Context: an optimization exercise on an open-source flow, tuned for small area. The choices shown serve that exercise and are no tape-out recipe. In this exercise RTL edits were held to simulation tests only and were not proved equivalent to the original.

Design Cubeware, start of the top module:
module Cubeware (
    output io_uart_tx,
    input io_uart_rx,
    output io_i2cs_i0_sda_o,
    input io_i2cs_i0_sda_i,
    output io_i2cs_i0_scl_o,
    input io_i2cs_i0_scl_i,
    output io_i2cs_i1_sda_o,
    input io_i2cs_i1_sda_i,
    output io_i2cs_i1_scl_o,
    input io_i2cs_i1_scl_i,
    output io_i2cs_i2_sda_o,
    input io_i2cs_i2_sda_i,
    output io_i2cs_i2_scl_o,
    input io_i2cs_i2_scl_i,
    output io_i2cs_i3_sda_o,
    input io_i2cs_i3_sda_i,
    output io_i2cs_i3_scl_o,
    input io_i2cs_i3_scl_i,
    output io_resetns_i0,
    output io_resetns_i1,
    output io_resetns_i2,
    output io_resetns_i3,
    output [7 : 0] io_layer_mask,
    output [8 : 0] io_ram_read_address,
    input [7 : 0] io_ram_read_data,
    output [8 : 0] io_ram_write_address,
    output io_ram_write_write,
    output [7 : 0] io_ram_write_data,
    input io_clock,
    input io_reset
);
==> flow/config.mk <==
export PLATFORM = sky130hd
export DESIGN_NAME = Cubeware
export DESIGN_NICKNAME = Cubeware
export VERILOG_FILES = /design/flow/design.v
export SDC_FILE = /design/flow/constraint.sdc
export NUM_CORES = 4
export LEC_CHECK = 0
export CAP_MARGIN = 20
export CORE_MARGIN = 2
export CORE_UTILIZATION = 70
export CTS_BUF_LIST = sky130_fd_sc_hd__clkbuf_16
export CTS_CLUSTER_DIAMETER = 100
export CTS_CLUSTER_SIZE = 30
export PLACE_DENSITY = 0.8
export SLEW_MARGIN = 20
==> flow/constraint.sdc <==
create_clock -name core_clock -period 10.0 [get_ports {io_clock}]
set_input_delay 2.0000 -clock core_clock [delete_from_list [all_inputs] [get_ports {io_clock}]]
set_output_delay 2.0000 -clock core_clock [all_outputs]
set_load 0.01 [all_outputs]
standard.sh (not shown) runs the stock make flow with config.mk's settings and CLKGATE_MAP_FILE= SYNTH_SCRIPT=/design/flow/synth_recipe.tcl, a recipe that flattens the netlist after the stock synthesis.
==> flow/flow/run.sh <==
#!/bin/bash
# Own flow: the standard layout, unchanged except that the port buffers
# buffer_ports inserts are the smallest buffer (buf_1) instead of the
# clkdlybuf4s50_1 it picks by default. Every port still gets its buffer.
set -euo pipefail
bash standard.sh "BUFFER_PORTS_ARGS=-buffer_cell sky130_fd_sc_hd__buf_1" finish 2>&1 | tee standard_flow.log
Change:
--- a/flow/design.v
+++ b/flow/design.v
@@ -75,65 +75,60 @@
         if (csr_sel[17]) csr_delay_n[15:8] <= ~(io_reset ? 8'h10 : csr_wdata);
         if (csr_sel[18]) csr_delay_n[23:16] <= ~(io_reset ? 8'h00 : csr_wdata);
         if (csr_sel[19]) csr_delay_n[31:24] <= ~(io_reset ? 8'h00 : csr_wdata);
     end
     reg [1:0] rx_state;
     reg [5:0] rx_cnt;
     reg [2:0] rx_bit;
     reg [2:0] rx_enq;
     reg [2:0] rx_deq;
-    reg [63:0] rx_ring;         
-    reg [2:0] rx_ph;
-    reg [7:0] rx_sr;            
-    reg       rx_pend;          
+    reg [63:0] rx_fifo;         
     wire rx_avail = rx_enq != rx_deq;
-    wire [2:0] rx_last = rx_enq - 3'd1;
-    wire [2:0] rx_rpos = rx_deq - rx_ph;
-    wire rx_wr = rx_pend && rx_last == rx_ph;
-    wire [7:0] rx_data = (rx_pend && rx_deq == rx_last) ? rx_sr : rx_ring[rx_rpos * 8 +: 8];
+    wire [7:0] rx_data = rx_fifo[rx_deq * 8 +: 8];
     wire rx_dequeue;
     wire rx_s0 = rx_state == 2'd0;
     wire rx_s1 = rx_state == 2'd1;
     wire rx_s2 = rx_state == 2'd2;
     wire rx_s3 = rx_state == 2'd3;
     wire rx_c25 = rx_cnt == 6'd25;
     wire rx_c50 = rx_cnt == 6'd50;
     always @(posedge io_clock) begin
         if (io_reset) begin
             rx_state <= 2'd0;
             rx_enq <= 3'd0;
             rx_deq <= 3'd0;
-            rx_pend <= 1'b0;
         end else begin
-            if (rx_wr) rx_pend <= 1'b0;
             if (rx_s0 && !io_uart_rx) rx_state <= 2'd1;
             if (rx_s1) begin
                 if (io_uart_rx && rx_cnt < 6'd25) rx_state <= 2'd0;
                 if (rx_c50) rx_state <= 2'd2;
             end
             if (rx_s2 && rx_c50 && rx_bit == 3'd7) rx_state <= 2'd3;
             if (rx_s3 && rx_c25) begin
                 rx_state <= 2'd0;
                 rx_enq <= rx_enq + 3'd1;
-                rx_pend <= 1'b1;
             end
             if (rx_dequeue && rx_avail) rx_deq <= rx_deq + 3'd1;
         end
     end
     always @(posedge io_clock) begin
         rx_cnt <= rx_cnt + 6'd1;
         if (rx_s0 || (rx_s1 && rx_c50) || (rx_s2 && rx_c50)) rx_cnt <= 6'd0;
         if (rx_s1 && rx_c50) rx_bit <= 3'd0;
         if (rx_s2 && rx_c50 && rx_bit != 3'd7) rx_bit <= rx_bit + 3'd1;
-        if (rx_s2 && rx_c25) rx_sr <= {io_uart_rx, rx_sr[7:1]};
-        rx_ph <= rx_ph + 3'd1;
-        rx_ring <= {rx_wr ? rx_sr : rx_ring[7:0], rx_ring[63:8]};
     end
+    generate
+        for (gi = 0; gi < 8; gi = gi + 1) begin : g_rx_slot
+            always @(posedge io_clock)
+                if (rx_s2 && rx_c25 && rx_enq == gi)
+                    rx_fifo[gi * 8 +: 8] <= {io_uart_rx, rx_fifo[gi * 8 + 1 +: 7]};
+        end
+    endgenerate
     reg [1:0] tx_state;
     reg [5:0] tx_cnt;
     reg [2:0] tx_bit;
     reg [3:0] tx_count;
     wire tx_enqueue;
     wire tx_s0 = tx_state == 2'd0;
     wire tx_gt = tx_cnt > 6'd50;
     wire tx_dequeue = tx_s0 && tx_count != 4'd0;
     wire tx_full = tx_count[3];
Outcome: The new run went through all stages and came out clean; routed wire length grows by 7.5%; area after synthesis grows by 1.6%; synthesized cell count shrinks by 1.9%; clock skew grows by 5.3 ps; core utilization shrinks by 0.39 points.

static timing again, ports no longer ideal:
How much do the figures lean on ideal ports? The routed layouts below were timed once more, with nothing changed but the port constraints.
Step 1: set_driving_cell puts a clkbuf_16 on io_clock and a buf_2 on each other input, an assumption about the parent block.
Step 2 adds t to the input delays and takes it off the output delays; t is the mean of the earliest and latest rising clock arrival at the registers after step 1. Input paths then give back, and output paths get back, about the clock's delay inside the block.
a / b / c = ideal / step 1 / step 2; a / b = the first two.
| run | t (ns) | setup slack, ns | cell pins on the clock port's net |
|---|---|---|---|
| the first run | 0.650 | 3.816 / 3.759 / 4.409 | 1 |
| the second run | 0.652 | 4.344 / 4.284 / 4.936 | 1 |
After both steps every run listed still meets setup and hold.
